This design comes from an exercise in tuning for small area, a short achievable clock period and few clock cycles on the open sky130 flow, not from production work.
RTL that was checked went through simulation tests only; none was proved equivalent to the original.
The flow treats the clock pin as an ideal source. Dropping or thinning the clock tree relies on that and would not hold on a real chip.
Power is estimated from default activity; no workload was simulated.

run 1:
==> flow/design.v <==
module STI_DAC(clk ,reset, load, pi_data, pi_length, pi_fill, pi_msb, pi_low, pi_end,
	       so_data, so_valid,
	       oem_finish, oem_dataout, oem_addr,
	       odd1_wr, odd2_wr, odd3_wr, odd4_wr, even1_wr, even2_wr, even3_wr, even4_wr);
input		clk, reset;
input		load, pi_msb, pi_low, pi_end;
input	[15:0]	pi_data;
input	[1:0]	pi_length;
input		pi_fill;
output		so_data;
output		so_valid;
output		odd1_wr, odd2_wr, odd3_wr, odd4_wr, even1_wr, even2_wr, even3_wr, even4_wr;
output	reg	oem_finish;
output	[4:0]	oem_addr;
output	[7:0]	oem_dataout;
reg		busy;		 
reg	[2:0]	idx;		 
reg		hi;		 
reg		zero;		 
reg		be;		 
reg		lb;		 
reg		msb_r;		 
reg	[7:0]	shift;		 
reg	[5:0]	pix;		 
reg	[3:1]	bge;		 
reg	[2:1]	beq;		 
reg		wr_odd;		 
reg		wr_even;	 
reg		wr_data;	 
reg		zen_n;		 
wire off = pi_length[1] & (pi_msb ^ pi_fill);	 
reg zero0, hi0;					 
always @(*) begin
	case (pi_length)
	2'd0: begin zero0 = 1'b0; hi0 = pi_low; end
	2'd1: begin zero0 = 1'b0; hi0 = pi_msb; end
	2'd2: begin zero0 = off; hi0 = off ^ pi_msb; end	 
	default: begin zero0 = off; hi0 = pi_msb; end		 
	endcase
end
wire k1 = hi ^ msb_r;
wire next_last = ((pi_length == 2'd1) | off) & ~zero & ~k1		 
	| (pi_length == 2'd2) & ~off & ~zero & k1			 
	| (pi_length == 2'd3) & ~off & zero & ~k1;			 
wire first_bit = pi_msb ? ((pi_length == 2'd0) ? (pi_low ? pi_data[15] : pi_data[7])
					       : ~(pi_length[1] & ~pi_fill) & pi_data[15])
			: ((pi_length == 2'd0) ? (pi_low ? pi_data[8] : pi_data[0])
					       : ~(pi_length[1] & pi_fill) & pi_data[0]);
wire next_bit = ~zero & pi_data[{hi, idx}];
wire byte_end = be;
always @(posedge clk or posedge reset) begin
	if (reset) begin
		busy <= 1'b0;
		be <= 1'b0;
	end else begin
		busy <= load | (busy & ~(be & lb));
		be <= busy & (idx == (msb_r ? 3'd1 : 3'd6));
	end
end
wire [2:0] idx_up = idx + 3'd1;
wire [2:0] idx_dn = idx - 3'd1;
always @(posedge clk) begin
	msb_r <= pi_msb;
	if (load) idx <= pi_msb ? 3'd6 : 3'd1;
	else idx <= msb_r ? idx_dn : idx_up;
	if (load) begin
		zero <= zero0;
		hi <= hi0;
		lb <= pi_length == 2'd0;
	end else if (byte_end) begin
		zero <= zero ^ k1;
		hi <= ~hi;
		lb <= next_last;
	end
	shift <= {shift[6:0], load ? first_bit : next_bit};
end
assign so_data = shift[0];
wire pix_ev = pix[3] ^ pix[0];
wire fill = pi_end & ~bge[1] & ~(wr_odd | wr_even);
wire slot = byte_end | fill;
always @(posedge clk or posedge reset) begin
	if (reset) begin
		pix <= 6'd0;
		bge <= 3'd0;
		beq <= 2'd0;
		wr_odd <= 1'b0;
		wr_even <= 1'b0;
		wr_data <= 1'b0;
		zen_n <= 1'b0;
		oem_finish <= 1'b0;
	end else begin
		wr_odd <= slot & ~pix_ev;
		wr_even <= slot & pix_ev;
		wr_data <= byte_end;
		zen_n <= byte_end | ~(load | busy | pi_end);
		if ((wr_odd | wr_even) & (pix == 6'd63)) begin
			bge <= {bge[2:1], 1'b1};
			beq <= {beq[1], ~bge[1]};
		end
		pix <= pix + {5'd0, wr_odd | wr_even};
		oem_finish <= pi_end & bge[1];
	end
end
assign odd1_wr  = wr_odd & ~bge[1];
assign even1_wr = wr_even & ~bge[1];
assign odd2_wr  = wr_odd & beq[1] | ~zen_n & ~bge[1];
assign even2_wr = wr_even & beq[1] | ~zen_n & ~bge[1];
assign odd3_wr  = wr_odd & beq[2] | ~zen_n & ~bge[2];
assign even3_wr = wr_even & beq[2] | ~zen_n & ~bge[2];
assign odd4_wr  = wr_odd & bge[3] | ~zen_n & ~bge[3];
assign even4_wr = wr_even & bge[3] | ~zen_n & ~bge[3];
assign oem_addr = pix[5:1];
assign so_valid = busy | wr_data;
assign oem_dataout = shift & {8{wr_data}};
endmodule
export LEC_CHECK = 0
export CAP_MARGIN = 20
export CORE_MARGIN = 2
export CORE_UTILIZATION = 40
export SETUP_SLACK_MARGIN = 2.1
export SLEW_MARGIN = 20
create_clock -name core_clock -period 4.0 [get_ports {clk}]
standard.sh (not shown) runs the stock make flow with config.mk's settings and CLKGATE_MAP_FILE= SYNTH_SCRIPT=/design/flow/synth_recipe.tcl, a recipe that flattens the netlist after the stock synthesis.
==> flow/flow/run.sh <==
#!/bin/bash
# Standard synthesis and layout, with plain buf_1 port buffers, free cell
# sizing, and a single clock buffer in place of the clock tree (pre_cts.tcl).
set -euo pipefail
here=$(pwd)
bash standard.sh synth > synth.log 2>&1
bash standard.sh 'BUFFER_PORTS_ARGS=-buffer_cell sky130_fd_sc_hd__buf_1' MATCH_CELL_FOOTPRINT=0 "PRE_CTS_TCL=$here/flow/pre_cts.tcl" finish > layout.log 2>&1
==> flow/flow/pre_cts.tcl <==
# Clock tree: one clkbuf_16, placed at the centre of the registers, drives
# every register's clock pin (the design has about 30 registers). This
# replaces ORFS's two-level H-tree; all registers still see the same clock.
set block [ord::get_db_block]
set clknet [$block findNet clk]
set sinks {}
set sx 0
set sy 0
foreach it [$clknet getITerms] {
  set inst [$it getInst]
  set box [$inst getBBox]
  set sx [expr {$sx + ([$box xMin] + [$box xMax]) / 2}]
  set sy [expr {$sy + ([$box yMin] + [$box yMax]) / 2}]
  lappend sinks $it
}
set n [llength $sinks]
puts "pre_cts: $n clock sinks"
set master [[ord::get_db] findMaster sky130_fd_sc_hd__clkbuf_16]
set buf [odb::dbInst_create $block $master clkbuf_root]
set leaf [odb::dbNet_create $block clknet_root]
$leaf setSigType CLOCK
foreach it $sinks {
  $it disconnect
  $it connect $leaf
}
[$buf findITerm A] connect $clknet
[$buf findITerm X] connect $leaf
$buf setLocation [expr {$sx / $n}] [expr {$sy / $n}]
$buf setPlacementStatus PLACED
set_propagated_clock [all_clocks]
# the tree is built; skip ORFS's clock tree synthesis
proc clock_tree_synthesis {args} { puts "pre_cts: clock_tree_synthesis skipped" }
Every stage of the flow completed for run 1, and the final layout passed the timing, design-rule and antenna checks.
The following lists how run 2 was set up differently from run 1:
==> flow/design.v <==
module STI_DAC(clk ,reset, load, pi_data, pi_length, pi_fill, pi_msb, pi_low, pi_end,
	       so_data, so_valid,
	       oem_finish, oem_dataout, oem_addr,
	       odd1_wr, odd2_wr, odd3_wr, odd4_wr, even1_wr, even2_wr, even3_wr, even4_wr);
input		clk, reset;
input		load, pi_msb, pi_low, pi_end;
input	[15:0]	pi_data;
input	[1:0]	pi_length;
input		pi_fill;
output		so_data;
output		so_valid;
output		odd1_wr, odd2_wr, odd3_wr, odd4_wr, even1_wr, even2_wr, even3_wr, even4_wr;
output	reg	oem_finish;
output	[4:0]	oem_addr;
output	[7:0]	oem_dataout;
reg		busy;		 
reg	[2:0]	idx;		 
reg		hi;		 
reg		zero;		 
reg		be;		 
reg		msb_r;		 
reg	[7:0]	shift;		 
reg	[5:0]	pix;		 
reg	[3:1]	bge;		 
reg		wr_odd;		 
reg		wr_even;	 
reg		wr_data;	 
reg		zen;		 
wire off = pi_length[1] & (pi_msb ^ pi_fill);	 
reg zero0, hi0;					 
always @(*) begin
	case (pi_length)
	2'd0: begin zero0 = 1'b0; hi0 = pi_low; end
	2'd1: begin zero0 = 1'b0; hi0 = pi_msb; end
	2'd2: begin zero0 = off; hi0 = off ^ pi_msb; end	 
	default: begin zero0 = off; hi0 = pi_msb; end		 
	endcase
end
wire k1 = hi ^ pi_msb;
wire last_byte = (pi_length == 2'd0)
	| (~zero & k1 & ((pi_length == 2'd1) | off))		 
	| (zero & ~off & (pi_length == 2'd2) & ~k1)		 
	| (zero & ~off & (pi_length == 2'd3) & k1);		 
wire first_bit = ~zero0 & (pi_msb ? (hi0 ? pi_data[15] : pi_data[7])
				  : (hi0 ? pi_data[8] : pi_data[0]));
wire next_bit = ~zero & pi_data[{hi, idx}];
wire byte_end = be;
wire last = byte_end & last_byte;
always @(posedge clk or posedge reset) begin
	if (reset) begin
		busy <= 1'b0;
		be <= 1'b0;
	end else begin
		busy <= load | (busy & ~last);
		be <= busy & (idx == (msb_r ? 3'd1 : 3'd6));
	end
end
wire [2:0] idx_up = idx + 3'd1;
wire [2:0] idx_dn = idx - 3'd1;
always @(posedge clk) begin
	msb_r <= pi_msb;
	if (load) idx <= pi_msb ? 3'd6 : 3'd1;
	else idx <= msb_r ? idx_dn : idx_up;
	if (load) begin
		zero <= zero0;
		hi <= hi0;
	end else if (byte_end) begin
		zero <= zero ^ k1;
		hi <= ~hi;
	end
	shift <= {shift[6:0], load ? first_bit : next_bit};
end
assign so_data = shift[0];
wire pix_ev = pix[3] ^ pix[0];
wire fill = pi_end & ~bge[1] & ~(wr_odd | wr_even);
wire slot = byte_end | fill;
always @(posedge clk or posedge reset) begin
	if (reset) begin
		pix <= 6'd0;
		bge <= 3'd0;
		wr_odd <= 1'b0;
		wr_even <= 1'b0;
		wr_data <= 1'b0;
		oem_finish <= 1'b0;
	end else begin
		wr_odd <= slot & ~pix_ev;
		wr_even <= slot & pix_ev;
		wr_data <= byte_end;
		bge <= bge | ({bge[2:1], 1'b1} & {3{(wr_odd | wr_even) & (pix == 6'd63)}});
		pix <= pix + {5'd0, wr_odd | wr_even};
		oem_finish <= pi_end & bge[1];
	end
end
always @(posedge clk)
	zen <= ~byte_end;
assign odd1_wr  = wr_odd & ~bge[1];
assign even1_wr = wr_even & ~bge[1];
assign odd2_wr  = bge[1] ? wr_odd & ~bge[2] : zen;
assign even2_wr = bge[1] ? wr_even & ~bge[2] : zen;
assign odd3_wr  = bge[2] ? wr_odd & ~bge[3] : zen;
assign even3_wr = bge[2] ? wr_even & ~bge[3] : zen;
assign odd4_wr  = bge[3] ? wr_odd : zen;
assign even4_wr = bge[3] ? wr_even : zen;
assign oem_addr = pix[5:1];
assign so_valid = busy | wr_data;
assign oem_dataout = shift & {8{wr_data}};
endmodule
==> comparison <==
Taking run 1 as the reference point, the inserted tap cell count of run 2 falls by 2.
Delta (run 2 minus run 1): critical path depth decreased 2; mean area per synthesized cell now sits lower; area fraction in and, or, nand and nor cells after synthesis grew by 0.66 points; proportion of power drawn by combinational gates went up by 1.1 points.
Run 2 vs run 1: sequential share of power down in run 2
Number of detailed-route iterations in the first pass: run 2 vs run 1 down 2
Wire length in run 2 is 2.8% below run 1.
Per the comparison of run 2 with run 1, number of synthesized flops with an enable pin dropped 1, via count dropped 70.
Sort run 1 and run 2 by largest net degree at the start of global routing desc -> top: run 1
No run of this note included a check of the RTL's function; only the layout flow was run. No run of this note takes its clock network from TritonCTS; it comes from the design's own scripts or RTL.

---

== north ==
Another version of the RTL of STI_DAC (not shown whole).
Size: about 150 cells after synthesis, about 29 flip-flops, ~49 I/O pins, ~1500 um2 of cells after synthesis.
==> module STI_DAC, before the edit <==
module STI_DAC(clk ,reset, load, pi_data, pi_length, pi_fill, pi_msb, pi_low, pi_end,
	       so_data, so_valid,
	       oem_finish, oem_dataout, oem_addr,
	       odd1_wr, odd2_wr, odd3_wr, odd4_wr, even1_wr, even2_wr, even3_wr, even4_wr);
input		clk, reset;
input		load, pi_msb, pi_low, pi_end;
input	[15:0]	pi_data;
input	[1:0]	pi_length;
input		pi_fill;
output		so_data;
output		so_valid;
output		odd1_wr, odd2_wr, odd3_wr, odd4_wr, even1_wr, even2_wr, even3_wr, even4_wr;
output	reg	oem_finish;
output	[4:0]	oem_addr;
output	[7:0]	oem_dataout;
reg		busy;		 
reg	[2:0]	idx;		 
reg		hi;		 
reg		zero;		 
reg		msb_r;		 
reg	[7:0]	shift;		 
reg	[5:0]	pix;		 
reg	[3:1]	bge;		 
reg		wr_odd;		 
reg		wr_even;	 
reg		wr_data;	 
reg		zen;		 
wire off = pi_length[1] & (pi_msb ^ pi_fill);	 
reg zero0, hi0;					 
always @(*) begin
	case (pi_length)
	2'd0: begin zero0 = 1'b0; hi0 = pi_low; end
	2'd1: begin zero0 = 1'b0; hi0 = pi_msb; end
	2'd2: begin zero0 = off; hi0 = off ^ pi_msb; end	 
	default: begin zero0 = off; hi0 = pi_msb; end		 
	endcase
end
wire k1 = hi ^ msb_r;
wire off_r = pi_length[1] & (msb_r ^ pi_fill);
wire last_byte = (pi_length == 2'd0)
	| (~zero & k1 & ((pi_length == 2'd1) | off_r))		 
	| (zero & ~off_r & (pi_length == 2'd2) & ~k1)		 
	| (zero & ~off_r & (pi_length == 2'd3) & k1);		 
wire first_bit = ~zero0 & (pi_msb ? (hi0 ? pi_data[15] : pi_data[7])
				  : (hi0 ? pi_data[8] : pi_data[0]));
wire next_bit = ~zero & pi_data[{hi, idx}];
wire byte_end = busy & (idx == {3{~msb_r}});
wire last = byte_end & last_byte;
always @(posedge clk or posedge reset) begin
	if (reset) begin
		busy <= 1'b0;
	end else begin
		busy <= load | (busy & ~last);
	end
end
wire [2:0] idx_up = idx + 3'd1;
wire [2:0] idx_dn = idx - 3'd1;
always @(posedge clk) begin
	msb_r <= pi_msb;
	if (load) idx <= pi_msb ? 3'd6 : 3'd1;
	else idx <= msb_r ? idx_dn : idx_up;
	if (load) begin
		zero <= zero0;
		hi <= hi0;
	end else if (byte_end) begin
		zero <= zero ^ k1;
		hi <= ~hi;
	end
	shift <= {shift[6:0], load ? first_bit : next_bit};
end
assign so_data = shift[0];
wire pix_ev = pix[3] ^ pix[0];
wire fill = pi_end & ~bge[1] & ~(wr_odd | wr_even);
wire slot = byte_end | fill;
always @(posedge clk or posedge reset) begin
	if (reset) begin
		pix <= 6'd0;
		bge <= 3'd0;
		wr_odd <= 1'b0;
		wr_even <= 1'b0;
		wr_data <= 1'b0;
		oem_finish <= 1'b0;
	end else begin
		wr_odd <= slot & ~pix_ev;
		wr_even <= slot & pix_ev;
		wr_data <= byte_end;
		bge <= bge | ({bge[2:1], 1'b1} & {3{(wr_odd | wr_even) & (pix == 6'd63)}});
		pix <= pix + {5'd0, wr_odd | wr_even};
		oem_finish <= pi_end & bge[1];
	end
end
always @(posedge clk)
	zen <= ~byte_end & (load | busy | pi_end);
assign odd1_wr  = wr_odd & ~bge[1];
assign even1_wr = wr_even & ~bge[1];
assign odd2_wr  = bge[1] ? wr_odd & ~bge[2] : zen;
assign even2_wr = bge[1] ? wr_even & ~bge[2] : zen;
assign odd3_wr  = bge[2] ? wr_odd & ~bge[3] : zen;
assign even3_wr = bge[2] ? wr_even & ~bge[3] : zen;
assign odd4_wr  = bge[3] ? wr_odd : zen;
assign even4_wr = bge[3] ? wr_even : zen;
assign oem_addr = pix[5:1];
assign so_valid = busy | wr_data;
assign oem_dataout = shift & {8{wr_data}};
endmodule
export LEC_CHECK = 0
export CAP_MARGIN = 20
export CORE_MARGIN = 2
export CORE_UTILIZATION = 40
export SETUP_SLACK_MARGIN = 2.1
export SLEW_MARGIN = 20
create_clock -name core_clock -period 4.0 [get_ports {clk}]
Scripts as last shown in full above: flow/flow/run.sh, flow/flow/pre_cts.tcl
Input changes introduced in south (baseline for comparison: north):
==> flow/design.v <==
module STI_DAC(clk ,reset, load, pi_data, pi_length, pi_fill, pi_msb, pi_low, pi_end,
	       so_data, so_valid,
	       oem_finish, oem_dataout, oem_addr,
	       odd1_wr, odd2_wr, odd3_wr, odd4_wr, even1_wr, even2_wr, even3_wr, even4_wr);
input		clk, reset;
input		load, pi_msb, pi_low, pi_end;
input	[15:0]	pi_data;
input	[1:0]	pi_length;
input		pi_fill;
output		so_data;
output		so_valid;
output		odd1_wr, odd2_wr, odd3_wr, odd4_wr, even1_wr, even2_wr, even3_wr, even4_wr;
output	reg	oem_finish;
output	[4:0]	oem_addr;
output	[7:0]	oem_dataout;
reg		busy;		 
reg	[2:0]	idx;		 
reg		hi;		 
reg		zero;		 
reg		be;		 
reg	[7:0]	shift;		 
reg	[5:0]	pix;		 
reg	[3:1]	bge;		 
reg	[2:1]	beq;		 
reg		wr_odd;		 
reg		wr_even;	 
reg		wr_data;	 
reg		zen_n;		 
wire off = pi_length[1] & (pi_msb ^ pi_fill);	 
reg zero0, hi0;					 
always @(*) begin
	case (pi_length)
	2'd0: begin zero0 = 1'b0; hi0 = pi_low; end
	2'd1: begin zero0 = 1'b0; hi0 = pi_msb; end
	2'd2: begin zero0 = off; hi0 = off ^ pi_msb; end	 
	default: begin zero0 = off; hi0 = pi_msb; end		 
	endcase
end
wire k1 = hi ^ pi_msb;
wire last_byte = (pi_length == 2'd0)
	| (~zero & k1 & ((pi_length == 2'd1) | off))		 
	| (zero & ~off & (pi_length == 2'd2) & ~k1)		 
	| (zero & ~off & (pi_length == 2'd3) & k1);		 
wire first_bit = ~zero0 & (pi_msb ? (hi0 ? pi_data[15] : pi_data[7])
				  : (hi0 ? pi_data[8] : pi_data[0]));
wire next_bit = ~zero & pi_data[{hi, idx}];
wire byte_end = be;
wire last = byte_end & last_byte;
always @(posedge clk or posedge reset) begin
	if (reset) begin
		busy <= 1'b0;
		be <= 1'b0;
	end else begin
		busy <= load | (busy & ~last);
		be <= busy & (idx == (pi_msb ? 3'd1 : 3'd6));
	end
end
wire [2:0] idx_up = idx + 3'd1;
wire [2:0] idx_dn = idx - 3'd1;
always @(posedge clk) begin
	if (load) idx <= pi_msb ? 3'd6 : 3'd1;
	else idx <= pi_msb ? idx_dn : idx_up;
	if (load) begin
		zero <= zero0;
		hi <= hi0;
	end else if (byte_end) begin
		zero <= zero ^ k1;
		hi <= ~hi;
	end
	shift <= {shift[6:0], load ? first_bit : next_bit};
end
assign so_data = shift[0];
wire pix_ev = pix[3] ^ pix[0];
wire fill = pi_end & ~bge[1] & ~(wr_odd | wr_even);
wire slot = byte_end | fill;
always @(posedge clk or posedge reset) begin
	if (reset) begin
		pix <= 6'd0;
		bge <= 3'd0;
		beq <= 2'd0;
		wr_odd <= 1'b0;
		wr_even <= 1'b0;
		wr_data <= 1'b0;
		zen_n <= 1'b0;
		oem_finish <= 1'b0;
	end else begin
		wr_odd <= slot & ~pix_ev;
		wr_even <= slot & pix_ev;
		wr_data <= byte_end;
		zen_n <= byte_end | ~(load | busy | pi_end);
		if ((wr_odd | wr_even) & (pix == 6'd63)) begin
			bge <= {bge[2:1], 1'b1};
			beq <= {beq[1], ~bge[1]};
		end
		pix <= pix + {5'd0, wr_odd | wr_even};
		oem_finish <= pi_end & bge[1];
	end
end
assign odd1_wr  = wr_odd & ~bge[1];
assign even1_wr = wr_even & ~bge[1];
assign odd2_wr  = wr_odd & beq[1] | ~zen_n & ~bge[1];
assign even2_wr = wr_even & beq[1] | ~zen_n & ~bge[1];
assign odd3_wr  = wr_odd & beq[2] | ~zen_n & ~bge[2];
assign even3_wr = wr_even & beq[2] | ~zen_n & ~bge[2];
assign odd4_wr  = wr_odd & bge[3] | ~zen_n & ~bge[3];
assign even4_wr = wr_even & bge[3] | ~zen_n & ~bge[3];
assign oem_addr = pix[5:1];
assign so_valid = busy | wr_data;
assign oem_dataout = shift & {8{wr_data}};
endmodule
--- outcome ---
Placement-stage cell area: south > north. Diff north -> south | design area | up slightly. Between north and south, the flow reports cell area after synthesis increasing by a few percent. Looking at category of the critical setup timing path, the reg -> out result is from south; the in -> reg one comes from north. south reports its cell at the slowest stage of the critical path as dfrtp_1 while north reports a211o_1. south vs. north: cell count after synthesis now sits higher; utilization went down. Compare north and south | estimated wirelength of the detail-placed design higher: south.
Testbench counts of south, summed over its fixed seeds: cycles 10,845.
For north, only the layout was checked, not whether the RTL still works. In every run of this note, the design's own scripts or RTL, not TritonCTS, make the clock network.

static timing again, ports no longer ideal:
How much do the figures lean on ideal ports? The routed layouts below were timed once more, with nothing changed but the port constraints. Step 1 (the two cells are an assumption about what drives the block):
set clk [get_ports {clk}]
set_driving_cell -lib_cell sky130_fd_sc_hd__clkbuf_16 $clk
set_driving_cell -lib_cell sky130_fd_sc_hd__buf_2 [delete_from_list [all_inputs] $clk]
Step 2, shift: input delay + t, output delay - t, t = (earliest + latest rising clock arrival at the registers) / 2. This alone moves slack from input paths to output paths. Slacks: ideal / step 1 / step 2; pairs: ideal / step 1.
run | t, ns | slack for setup (ns) | latest minus earliest clock arrival (ns) | cell pins on the clock port's net
run 1 | 0.198 | 2.183 / 2.165 / 1.991 | 0.004 / 0.004 | 1
run 2 | 0.192 | 2.151 / 2.122 / 2.017 | 0.007 / 0.008 | 1
north | 0.194 | 2.134 / 2.112 / 1.947 | 0.010 / 0.010 | 1
south | 0.197 | 2.190 / 2.160 / 2.002 | 0.005 / 0.006 | 1
After both steps every run listed still meets setup and hold. The setup slack of run 1, which loses most, moves by -0.018 ns with the drivers and by -0.192 ns with both steps.
